Background: an optimization exercise with open tools, aiming at small area. Do not read the settings as production practice. Function not checked in this run: the RTL went through the layout flow alone. In this run the design's own scripts or RTL, not TritonCTS, make the clock network. The clock input has no modelled driver; a real chip could not lean on it and would need a root buffer or a full tree. Power is estimated from default activity; no workload was simulated.

`flow/area.abc`:
```
strash
&get -n
&st
&dch -f
&nf -R 1000
&put
topo
```
`config.mk`:
```
export PLATFORM = sky130hd
export DESIGN_NAME = Binary_mul_16_1_bi
export DESIGN_NICKNAME = Binary_mul_16_1_bi
export VERILOG_FILES = /design/flow/design.v
export SDC_FILE = /design/flow/constraint.sdc
export NUM_CORES = 4
export LEC_CHECK = 0
export CAP_MARGIN = 20
export CORE_MARGIN = 2
export CORE_UTILIZATION = 40
export SLEW_MARGIN = 20
```
`constraint.sdc`:
```
create_clock -name core_clock -period 10.0 [get_ports {clk}]
set_input_delay 2.0000 -clock core_clock [delete_from_list [all_inputs] [get_ports {clk}]]
set_output_delay 2.0000 -clock core_clock [all_outputs]
set_load 0.01 [all_outputs]
```
`flow/cts_hook.tcl`:
```
proc one_level_clock {nbuf cell} {
  set block [ord::get_db_block]
  set pins {}
  set px {}
  set py {}
  foreach it [[$block findNet clk] getITerms] {
    set inst [$it getInst]
    set box [$inst getBBox]
    lappend pins $it
    lappend px [expr { ([$box xMin] + [$box xMax]) / 2.0 }]
    lappend py [expr { ([$box yMin] + [$box yMax]) / 2.0 }]
  }
  set n [llength $pins]
  # initial centres: spread along sorted x
  set order [lsort -real -indices $px]
  set cx {}
  set cy {}
  for {set c 0} {$c < $nbuf} {incr c} {
    set i [lindex $order [expr { int(($c + 0.5) * $n / $nbuf) }]]
    lappend cx [lindex $px $i]
    lappend cy [lindex $py $i]
  }
  for {set iter 0} {$iter < 50} {incr iter} {
    set asg {}
    for {set i 0} {$i < $n} {incr i} {
      set best 0
      set bd 1e30
      for {set c 0} {$c < $nbuf} {incr c} {
        set d [expr { abs([lindex $px $i] - [lindex $cx $c]) + abs([lindex $py $i] - [lindex $cy $c]) }]
        if { $d < $bd } { set bd $d; set best $c }
      }
      lappend asg $best
    }
    for {set c 0} {$c < $nbuf} {incr c} {
      set sx 0.0; set sy 0.0; set m 0
      for {set i 0} {$i < $n} {incr i} {
        if { [lindex $asg $i] == $c } {
          set sx [expr { $sx + [lindex $px $i] }]
          set sy [expr { $sy + [lindex $py $i] }]
          incr m
        }
      }
      if { $m > 0 } {
        lset cx $c [expr { $sx / $m }]
        lset cy $c [expr { $sy / $m }]
      }
    }
  }
  for {set c 0} {$c < $nbuf} {incr c} {
    set loads {}
    for {set i 0} {$i < $n} {incr i} {
      if { [lindex $asg $i] == $c } {
        set it [lindex $pins $i]
        lappend loads [get_pins [[$it getInst] getName]/[[$it getMTerm] getName]]
      }
    }
    if { [llength $loads] == 0 } { continue }
    set x [ord::dbu_to_microns [expr { int([lindex $cx $c]) }]]
    set y [ord::dbu_to_microns [expr { int([lindex $cy $c]) }]]
    puts "Clock buffer $c at ($x, $y) drives [llength $loads] registers"
    insert_buffer -buffer_cell $cell -net clk -load_pins $loads -location [list $x $y] \
      -buffer_name clkbuf_leaf_$c -net_name clknet_leaf_$c
  }
  foreach net [$block getNets] {
    if { [string match clk* [$net getName]] } {
      $net setSigType CLOCK
    }
  }
  set_propagated_clock [all_clocks]
}

rename clock_tree_synthesis orfs_clock_tree_synthesis
proc clock_tree_synthesis {args} {
  one_level_clock $::env(CLOCK_BUFFERS) $::env(CLOCK_BUFFER_CELL)
}
```
`standard.sh`:
```
#!/bin/bash
# synth_recipe.tcl (not shown) runs the flow's synth.tcl, then flattens the netlist and writes it again
# the make line also repeats each setting of config.mk as NAME=value (left out here)
make -C /OpenROAD-flow-scripts/flow DESIGN_CONFIG=/design/flow/config.mk WORK_HOME=/design/flow/orfs CLKGATE_MAP_FILE= SYNTH_SCRIPT=/design/flow/synth_recipe.tcl "${@:-finish}"
```
`flow/synth.tcl`:
```
proc synth {args} { yosys synth -nofsm -noshare {*}$args }
set fh [open $::env(SCRIPTS_DIR)/synth.tcl]
set body [read $fh]
close $fh
set body [string map [list {log_cmd abc {*}$abc_args} {log_cmd abc {*}[lreplace $abc_args 1 1 $::env(MY_ABC_SCRIPT)]} {extract_fa {*}[dont_use_extract_fa_args]} {extract_fa -fa}] $body]
uplevel #0 $body
# left out here: clear keep_hierarchy, flatten, clean up, hide names made inside functions, write 1_2_yosys.v
```
`flow/run.sh`:
```
#!/bin/bash
# ORFS layout through the standard.sh, with three changes:
#  - synthesis is the standard script (flow/synth.tcl) with an
#    area-oriented ABC mapping script (flow/area.abc) and only full adders
#    extracted as adder cells; registers are untouched;
#  - port buffers use the smallest buffer cell;
#  - clock tree: three clock buffers fed by the clock port (flow/cts_hook.tcl),
#    each driving one cluster of registers, in place of
#    TritonCTS's two-level tree.
# Each tool's full output stays in orfs/logs; make's output goes to flow.log.
set -euo pipefail
W=$PWD
export MY_ABC_SCRIPT=$W/flow/area.abc
export CLOCK_BUFFERS=3
export CLOCK_BUFFER_CELL=sky130_fd_sc_hd__clkbuf_8
bash standard.sh \
  "SYNTH_SCRIPT=$W/flow/synth.tcl" \
  'BUFFER_PORTS_ARGS=-buffer_cell sky130_fd_sc_hd__buf_1' \
  "PRE_CTS_TCL=$W/flow/cts_hook.tcl" \
  finish > flow.log 2>&1
```
`design.v`:
```
module Binary_mul_16_1_bi (P, A, B, clk, rst_n, en);
    input signed [15:0] A;
    input signed [15:0] B;
    input clk, rst_n, en;
    output [30:0] P;
    reg  [30:2] Pr;
    assign P = {Pr, (A[1] & B[0]) ^ (A[0] & B[1]), A[0] & B[0]};
    reg  [2:0]  k;
    reg  [15:0] H;
    reg         b_lo;
    reg         b_hi, b_mi;
    always @(*) begin
        case (k)
            3'd0: {b_hi, b_mi} = B[1:0];
            3'd1: {b_hi, b_mi} = B[3:2];
            3'd2: {b_hi, b_mi} = B[5:4];
            3'd3: {b_hi, b_mi} = B[7:6];
            3'd4: {b_hi, b_mi} = B[9:8];
            3'd5: {b_hi, b_mi} = B[11:10];
            3'd6: {b_hi, b_mi} = B[13:12];
            default: {b_hi, b_mi} = B[15:14];
        endcase
    end
    wire one = b_mi ^ b_lo;
    wire two = (b_hi & ~b_mi & ~b_lo) | (~b_hi & b_mi & b_lo);
    wire neg = b_hi;
    wire [17:0] ax  = {{2{A[15]}}, A};
    wire [17:0] ax2 = {A[15], A, 1'b0};
    wire [17:0] hx  = {{2{H[15]}}, H};
    wire [17:0] pp, ac, T;
    wire [18:0] c;
    assign c[0] = neg;
    genvar i;
    generate
        for (i = 0; i < 18; i = i + 1) begin : g_add
            assign pp[i] = ((one & ax[i]) | (two & ax2[i])) ^ neg;
            assign ac[i] = hx[i];
            assign T[i]  = ac[i] ^ pp[i] ^ c[i];
            assign c[i+1] = (ac[i] & pp[i]) | (ac[i] & c[i]) | (pp[i] & c[i]);
        end
    endgenerate
    always @(posedge clk or negedge rst_n) begin
        if (!rst_n) k <= 3'd0;
        else        k <= k + 3'd1;
    end
    always @(posedge clk) begin
        H   <= T[17:2] & {16{k != 3'd7}};
        b_lo <= b_hi & (k != 3'd7);
        case (k)
            3'd1: Pr[3:2]   <= T[1:0];
            3'd2: Pr[5:4]   <= T[1:0];
            3'd3: Pr[7:6]   <= T[1:0];
            3'd4: Pr[9:8]   <= T[1:0];
            3'd5: Pr[11:10] <= T[1:0];
            3'd6: Pr[13:12] <= T[1:0];
            3'd7: Pr[30:14] <= T[16:0];
            default: ;
        endcase
    end
endmodule
```
==> impl_metrics.sql <==
INSERT INTO impl_metrics (metric_group, metric, value, unit) VALUES
('timing', 'setup_slack', '377.4', 'ps'),
('timing', 'max_freq', '103.9', 'MHz'),
('worst_setup_path', 'timing.critical_path.required', '9910', 'ps'),
('power_and_ir_drop', 'vdd_drop_max', '0.00007526', 'V'),
('worst_setup_path', 'crit_fanout', '4', ''),
('routing', 'drt_drc_violations_left', '0', ''),
('grt', 'grt_overflow_total', '0', ''),
('worst_setup_path', 'path_delay_family', 'adder cells', ''),
('worst_setup_path', 'timing.critical_path.depth', '25', ''),
('power_and_ir_drop', 'power_density', '165.1', 'nW/um2'),
('logic_synthesis', 'ys_types', '22', ''),
('grt', 'grt_antenna_before_repair', '0', ''),
('place', 'hpwl', '3061', 'um'),
('worst_setup_path', 'reg2reg_from', 'k[0]', ''),
('layout', 'area_grow_syn2layout', '19.84', '%'),
('layout', 'antenna_cells_inserted', '0', ''),
('clocking', 'holdBufCountCts', '0', ''),
('layout', 'number_of_nets_in_the_layout', '280', ''),
('status', 'result_of_the_run', 'finished clean', ''),
('timing', 'skew', '16.20', 'ps'),
('worst_setup_path', 'cell_repeated_most_along_the_worst_path', 'fa_1', ''),
('logic_synthesis', 'synthDominantAreaCellType', 'edfxtp_1', ''),
('logic_synthesis', 'number_of_register_bits_inferred_by_synthesis', '49', ''),
('logic_synthesis', 'sequential_cell_area_fraction_in_the_yosys_report', '58.44', '%'),
('layout', 'drive_above_1_share', '5.727', '%'),
('timing', 'max-slew-margin-rel', '52.58', '%'),
('worst_setup_path', 'ff2ff_path_depth', '24', ''),
('grt', 'grt_start_max_net_pins', '20', ''),
('worst_setup_path', 'reg2reg_slack', '1140', 'ps'),
('flow_run', 'drv_cap', '0', ''),
('routing', 'drt_pre_antenna_iters', '4', ''),
('layout', 'seqCellArea', '1286', 'um2'),
('timing', 'setup_total_negative_slack', '0', 'ps'),
('clocking', 'clkSlewWorstSetupHoldPaths', '100', 'ps'),
('grt', 'grtUsageTotal', '13.56', '%'),
('layout', 'final.fill_count', '515', ''),
('die', 'die-area', '6111', 'um2'),
('timing', 'finalCritPeriodShare', '96.23', '%'),
('place', 'port_buffers', '64', ''),
('grt', 'grt_pass1_vias', '1407', ''),
('clocking', 'clk-insertion-delay-late', '160', 'ps'),
('min_path', 'min_delay_worst_endpoint', 'k[0]', ''),
('timing', 'timing.hold.ws', '623.0', 'ps'),
('min_path', 'holdPathStages', '1', ''),
('routing', 'ant_nets', '0', ''),
('worst_setup_path', 'critPathSlowestCell', 'fa_1', ''),
('timing', 'timing_max_transition_violations_final', '0', ''),
('worst_setup_path', 'worstPathBufferInverterCount', '1', ''),
('routing', 'detailroute.via_count', '1427', ''),
('logic_synthesis', 'synth.area.top_cells', 'edfxtp_1 (40%), dfxtp_1 (15%), fa_1 (15%), a22oi_1 (6.8%), xor2_1 (6.8%)', ''),
('worst_setup_path', 'cp_data_arrival_time', '9530', 'ps'),
('grt', 'first_pass_grt_wire_length', '6810', 'um'),
('timing', 'finalHoldViolations', '0', ''),
('routing', 'detail_route.vias_per_cell', '4.773', ''),
('logic_synthesis', 'ys_warn_count', '1', ''),
('die', 'die_height', '78.18', 'um'),
('place', 'place.gp.congestion', '0.7678', ''),
('power_and_ir_drop', 'leakage', '0.9037', 'nW'),
('logic_synthesis', 'synthesis.instances', '154', ''),
('routing', 'drt_wl_total', '4045', 'um'),
('worst_setup_path', 'critical-path-max-stage-delay', '450', 'ps'),
('logic_synthesis', 'synthesis.area', '2201', 'um2'),
('worst_setup_path', 'setup.worst_path.class', 'input port to register', ''),
('die', 'core', '5405', 'um2'),
('timing', 'setup_viol', '0', ''),
('clocking', 'postCtsSetupBuffers', '0', ''),
('min_path', 'min-delay-start', 'k[0]', ''),
('timing', 'timing_worst_slew_pin_value', '709.8', 'ps'),
('die', 'floorplan.initialDensity', '40.72', '%'),
('die', 'die-width', '78.18', 'um'),
('min_path', 'min_path_type', 'register to register', ''),
('logic_synthesis', 'syn-num-nets', '205', ''),
('timing', 'unrepaired_setup_endpoints_after_global_routing', 'no', ''),
('logic_synthesis', 'synthDominantCellAreaShare', '39.57', '%'),
('routing', 'avgRoutedWirePerCell', '13.53', 'um'),
('worst_setup_path', 'end_kind', 'register', ''),
('die', 'boundaryPins', '66', ''),
('routing', 'detailedRoute.firstIterationViolations', '102', ''),
('die', 'fp-row-count', '27', ''),
('worst_setup_path', 'startpoint_class', 'input port', ''),
('layout', 'multi_input_area', '919.6', 'um2'),
('place', 'detailedPlace.worstSlack', '81.92', 'ps'),
('logic_synthesis', 'postSynthAreaPerCell', '14.29', 'um2'),
('timing', 'layout_min_cycle_time', '9623', 'ps'),
('worst_setup_path', 'r2r_end', 'Pr[30]', '');
[state kept, by name (all words and copies together), names as in the netlist]
name / count
k: 3
H: 16
b_lo: 1
Pr: 29
[synthesized netlist by cell type]
cell      number
nor3b_1        3
nor3_1         2
nand2_1        7
nand4_1        1
nand3_1        3
a221o_1        1
edfxtp_1      29
xnor2_1        3
nand2b_1       1
or4_1          1
o21ai_0        3
dfxtp_1       17
and3_1         1
and2_0        17
fa_1          16
xor2_1        17
dfrtp_1        3
a21oi_1        1
o22ai_1        1
nor2_1         3
clkinv_1       4
a22oi_1       20
[worst max path at each step]
stage	endpoint	start	slack, ps
after floorplan	Pr[30]	B[13]	30
after global placement	Pr[30]	B[1]	130
after detailed placement	Pr[30]	B[1]	80
after CTS	Pr[30]	B[1]	240
after global routing	H[14]	B[1]	50
final	Pr[30]	B[1]	380
[cell usage in the layout (no fill, tap or decap), types with 2 or more instances in the layout]
master | Yosys | final
xnor2_1 | 3 | 3
clkinv_1 | 4 | 4
buf_1 | 0 | 64
edfxtp_1 | 29 | 29
nor3_1 | 2 | 2
dfrtp_1 | 3 | 3
nand3_1 | 3 | 3
a22oi_1 | 20 | 20
clkbuf_8 | 0 | 3
xor2_1 | 17 | 17
dfxtp_1 | 17 | 17
fa_1 | 16 | 14
buf_4 | 0 | 6
nor3b_1 | 3 | 3
nand2_1 | 7 | 7
nor2_1 | 3 | 3
and2_0 | 17 | 17
fa_2 | 0 | 2
[cell type report, clock buffers not listed]
cell class              instances  area share, %
repair buffers                 70          10.82
inverters                       4         0.5693
well taps                      72          3.416
multi-input cells             101          34.87
flip-flops and latches         49          48.77
[power by group]
part / leakage [nW] / internal (W) / switching, W / total [W]
Combinational: 0.437 / 0.0000543 / 0.0000568 / 0.000111
Clock: 0.0216 / 0.0000278 / 0.0000472 / 0.0000750
Sequential: 0.445 / 0.000243 / 0.00000625 / 0.000249
Total: 0.904 / 0.000325 / 0.000110 / 0.000436
[through the flow]
stage	instances	power (W)	utilization, %	instance area [um2]
3_3_place_gp	296	0.0003640	47.94	2591
2_1_floorplan	154	0.0003318	-	2216
6_report	299	0.0004355	48.80	2638
3_5_place_dp	296	0.0003683	47.94	2591
5_1_grt	299	0.0004680	48.80	2638
4_1_cts	299	0.0004408	48.70	2633
[kinds of logic after synthesis]
group	synth area share [%]
flops	58.44
xor+xnor	7.959
buf+inv	0.6820
fa+ha+maj	14.55
simple gates	9.892
compound gates	8.470
[routing by layer]
| metal | vias to the layer above | wire length (um) | track usage, % |
|---|---|---|---|
| li1 | 704 | - | - |
| met1 | 685 | 1803 | 19.85 |
| met2 | 34 | 2015 | 23.19 |
| met3 | 4 | 188 | 1.149 |
| met4 | 0 | 37 | 1.053 |
| met5 | - | 0 | 0 |
[timing repair]
action,CTS,global route
gates resized for setup,0,2
hold endpoints to repair,0,0
setup endpoints to repair,0,2

-- static timing again, ports no longer ideal --
Ports are ideal in the flow. The routed layout listed here was re-timed in OpenROAD. Step 1 assumes that a clkbuf_16 drives the clock port and a buf_2 every other input. Step 2 times the ports against the registers' clock, not the clock port: input delays grow and output delays shrink by t, the midpoint of the rising clock arrivals with the driver on. a / b / c = ideal / step 1 / step 2; a / b = the first two.
t, ns: 0.197
setup slack, ns: 0.377 / 0.397 / 0.200
slew at the worst register clock pin (ns): 0.10 / 0.10
After both steps this run still meets setup and hold. For this run, drivers alone change the setup slack by +0.020 ns; drivers and shift together by -0.177 ns.
